This is an optimization exercise on Yosys and OpenROAD, whose aim is a short achievable clock period and few clock cycles, not a production implementation.
The RTL was checked by simulation tests, not by an equivalence proof against the original design.
Power figures rest on the tool's default switching activity, not on a simulated workload.

==> 03-18: inputs <==
## antares_top
module antares_top (
    input         clk,
    input         rst,
    output        halted,
    input  [31:0] iport_data_i,
    input         iport_ready,
    output [31:0] iport_address,
    output [3:0]  iport_wr,
    output        iport_enable,
    input  [31:0] dport_data_i,
    input         dport_ready,
    output [31:0] dport_address,
    output [31:0] dport_data_o,
    output [3:0]  dport_wr,
    output        dport_enable
);
export LEC_CHECK = 0
export CAP_MARGIN = 20
export CORE_MARGIN = 2
export CORE_UTILIZATION = 40
export SLEW_MARGIN = 20
export TNS_END_PERCENT = 100
create_clock -name core_clock -period 13.0 [get_ports {clk}]
standard.sh (not shown) runs the stock make flow with config.mk's settings and CLKGATE_MAP_FILE= SYNTH_SCRIPT=/design/flow/synth_recipe.tcl, a recipe that flattens the netlist after the stock synthesis.
==> flow/flow/run.sh <==
#!/bin/bash
set -euo pipefail
export SETUP_SLACK_MARGIN=7
bash standard.sh > standard.log 2>&1
==> 02-27: changes against 03-18 <==
--- a/flow/design.v
+++ b/flow/design.v
@@ -1553,12 +1553,11 @@
     assign exc_address_if             = exc_invalid_word_iaddress | exc_invalid_space_iaddress;
     assign exc_address_l_mem          = dmem_read  & exc_invalid_maddress;
     assign exc_address_s_mem          = dmem_write & exc_invalid_maddress;
     assign write_enable               = dmem_write & ~exc_invalid_maddress & ~llsc_mem_write_mask;
     assign read_enable                = dmem_read  & ~exc_invalid_maddress & ~mem_early;
-    assign dmem_operation             = (mem_llsc & ~dmem_write & ~mem_early) |
-                                        (~exc_invalid_maddress & (dmem_write | (dmem_read & ~mem_early)));
+    assign dmem_operation             = (write_enable ^ read_enable) | mem_llsc;
     assign data_word                  = ~(dmem_halfword | dmem_byte);
     reg               d_busy;        
     reg               e_act;         
     reg               e_in_mem;      
     reg               e_pend;        
@@ -1579,14 +1578,14 @@
     wire              mem_plain_load = dmem_read & ~dmem_write & ~mem_llsc;
     wire              mem_issue_d = mem_need & ~d_busy & ~sb_valid;
     wire              mem_issue_i = mem_need & mem_plain_load & ~mem_issue_d & ~i_busy & ~sb_valid;
     wire              mem_issue   = mem_issue_d | mem_issue_i;
     reg               mem_on_i;
-    wire              plain_store = dmem_write;
+    wire              mem_wait    = mem_need & ~mem_issue;
+    wire              plain_store = dmem_write & ~mem_llsc;
     wire              store_buf   = mem_need & plain_store & ~mem_issue_d & (~sb_valid | sb_drain);
     wire              store_go    = (mem_issue_d & plain_store) | store_buf;
-    wire              mem_wait    = mem_need & ~mem_issue & ~store_go;
     assign store_pending              = sb_valid;
     wire              mem_store_pending = dmem_write & ~mem_issued & ~dport_done;
     wire              d_avail     = ~d_busy & ~mem_need & ~sb_valid;
     wire              early_ok    = ex_plain_load & ~e_act & ~mem_store_pending & ~sb_valid;
     wire              early_d     = early_ok & d_avail;
@@ -1657,12 +1656,12 @@
     end
     always @(posedge clk) begin
         if (rst) begin
             llsc_atomic <= 1'h0;
         end
-        else if (dmem_read) begin                 
-            llsc_atomic <= (mem_llsc & ~mem_wait) ? 1'b1 : llsc_atomic;
+        else if (dmem_read & ~mem_wait) begin      
+            llsc_atomic <= (mem_llsc) ? 1'b1 : llsc_atomic;
         end
         else if (id_eret | (~dmem_request_stall & dmem_write & (dmem_address[31:2] == llsc_address))) begin
             llsc_atomic <= 1'b0;
         end
         else begin
@@ -1687,11 +1686,11 @@
                 1'b1    : dmem_data_o = (dmem_sign_extend) ? { {16{dport_rdata[31]} }, dport_rdata[31:16] }  : {16'b0, dport_rdata[31:16]};
                 default : dmem_data_o = 32'hx;
             endcase  
         end
         else if (mem_llsc & dmem_write) begin
-            dmem_data_o = 32'h0000_0001;
+            dmem_data_o = (llsc_atomic & (dmem_address[31:2] == llsc_address)) ? 32'h0000_0001 : 32'h0000_0000;
         end
         else begin
             dmem_data_o = dport_rdata;
         end
     end  
@@ -2319,11 +2318,11 @@
     wire        id_mem_op      = id_mem_to_gpr_select | id_mem_write;
     wire        id_rs_inflight;
     wire [31:0] ex_ld_addr;
     wire        ex_ld_ok;
     wire [31:0] id_ld_addr = id_forward_rs + {{16{op_imm16[15]}}, op_imm16};
-    wire        id_ld_ok   = id_mem_to_gpr_select & ~id_mem_write & ~id_rs_inflight;
+    wire        id_ld_ok   = id_mem_to_gpr_select & ~id_mem_write & ~id_llsc & ~id_rs_inflight;
     antares_fetch_unit fetch_unit (
                                    .clk              (clk),
                                    .rst              (rst),
                                    .pop              (fetch_pop),
                                    .redirect         (fetch_redirect),
@@ -2648,18 +2647,23 @@
                                            .wb_gpr_wa             (wb_gpr_wa[4:0]),
                                            .wb_mem_to_gpr_select  (wb_mem_to_gpr_select),
                                            .wb_gpr_we             (wb_gpr_we),
                                            .clk                   (clk),
                                            .rst                   (rst),
-                                           .mem_read_data         (mem_mem_to_gpr_select ? mem_read_data[31:0] : mem_alu_result[31:0]),
+                                           .mem_read_data         (mem_read_data[31:0]),
                                            .mem_gpr_wa            (mem_gpr_wa[4:0]),
                                            .mem_mem_to_gpr_select (mem_mem_to_gpr_select),
                                            .mem_gpr_we            (mem_gpr_we),
                                            .mem_flush             (mem_flush),
                                            .mem_stall             (mem_stall),
                                            .wb_stall              (wb_stall));
-    assign wb_gpr_wd = wb_read_data;
+    antares_mux_2_1 mux_mem_ex_result ( 
+                                       .out    (wb_gpr_wd[31:0]),
+                                       .in0    (wb_alu_data[31:0]),
+                                       .in1    (wb_read_data[31:0]),
+                                       .select (wb_mem_to_gpr_select)
+                                        );
     antares_hazard_unit hazard_unit0 ( 
                                       .id_rs               (op_rs[4:0]),
                                       .id_rt               (op_rt[4:0]),
                                       .mem_mem_read        (mem_mem_to_gpr_select),
                                       .DP_Hazards          (haz_dp_hazards[7:0]),
@@ -2702,11 +2706,11 @@
                                               .iport_enable       (iport_enable),
                                               .iport_address      (iport_address[31:0]),
                                               .iport_data_i       (iport_data_i[31:0]),
                                               .ex_mem_op          (ex_mem_op),
                                               .id_mem_op          (id_mem_op),
-                                              .ex_plain_load      (ex_mem_to_gpr_select & ~ex_mem_write & ex_ld_ok),
+                                              .ex_plain_load      (ex_mem_to_gpr_select & ~ex_mem_write & ~ex_llsc & ex_ld_ok),
                                               .ex_address         (ex_ld_addr[31:0]),
                                               .ex_to_mem          (~ex_stall & ~ex_flush),
                                               .ex_load            (~(ex_stall & ~idex_flush)),
                                               .dport_free         (dport_free),
                                               .store_pending      (store_pending),
==> flow/run.sh (new file) <==
#!/bin/bash
# synth_recipe.tcl (not shown) runs the flow's synth.tcl, then flattens the netlist and writes it again
# the make line also repeats each setting of config.mk as NAME=value (left out here)
make -C /OpenROAD-flow-scripts/flow DESIGN_CONFIG=/design/flow/config.mk WORK_HOME=/design/flow/orfs CLKGATE_MAP_FILE= SYNTH_SCRIPT=/design/flow/synth_recipe.tcl finish
- SETUP_SLACK_MARGIN: default -> 5
removed: flow/flow/run.sh
removed: flow/standard.sh
==> flow_summary_export.csv <==
group,metric,value,unit
pwr,seqPwrFrac,21.1,%
synthesis,seq_area_frac_synth,36.2,%
timing,setup_slack,5.22,ns
timing,relSlewSlack,7.52,%
floorplanning,core,0.505,mm^2
synthesis,yosys.cell_types.count,119,
setup_path,cp_slowest_cell,"a211oi_4",
setup_path,reg2reg_setup_slack,5.30,ns
final_layout,multi_input_area,0.131,mm^2
floorplanning,die_width,716,um
status,status,"no timing/DRC/antenna violations",
clocking,cts_sinks,2941,
place,dp_cells,27700,
grt,grt_pass1_vias,175000,
synthesis,yosys_warnings,26,
# the run above: 03-18

==> flow_summary_export.csv <==
group,metric,value,unit
synthesis,yosys_warnings,27,
status,status,"no timing/DRC/antenna violations",
final_layout,multi_input_area,0.120,mm^2
timing,relSlewSlack,10.8,%
timing,setup_slack,4.96,ns
place,dp_cells,27800,
synthesis,seq_area_frac_synth,36.4,%
pwr,seqPwrFrac,25.7,%
floorplanning,die_width,717,um
# the run above: 02-27

Testbench counts of 03-18, summed over its fixed seeds: cycles 90,950.
Testbench counts of 02-27, summed over its fixed seeds: cycles 91,406.

separate check: timing with driven ports:
The flow's constraints put no driver on any port. The routed layouts listed below were extracted and timed again, unchanged, in two steps. Step 1 sets driving cells, clkbuf_16 on the clock port and buf_2 on the other inputs (assumed; they add their load-dependent delay and slew). Step 2 adds t to the input delays and takes it off the output delays; t is the mean of the earliest and latest rising clock arrival at the registers after step 1. Input paths then give back, and output paths get back, about the clock's delay inside the block. a / b / c = ideal ports / drivers / drivers and shift; a / b = the first two.
run	t (ns)	setup WS [ns]	worst hold slack (ns)	worst slew at a driven data input, ns
03-18	1.140	5.221 / 5.098 / 5.300	0.415 / 0.415 / 0.415	0.22
02-27	1.117	4.958 / 4.917 / 4.431	0.356 / 0.356 / 0.356	0.09
After both steps setup and hold are still met in every run listed. For 02-27, which loses most, drivers alone change the setup slack by -0.041 ns; drivers and shift together by -0.527 ns.
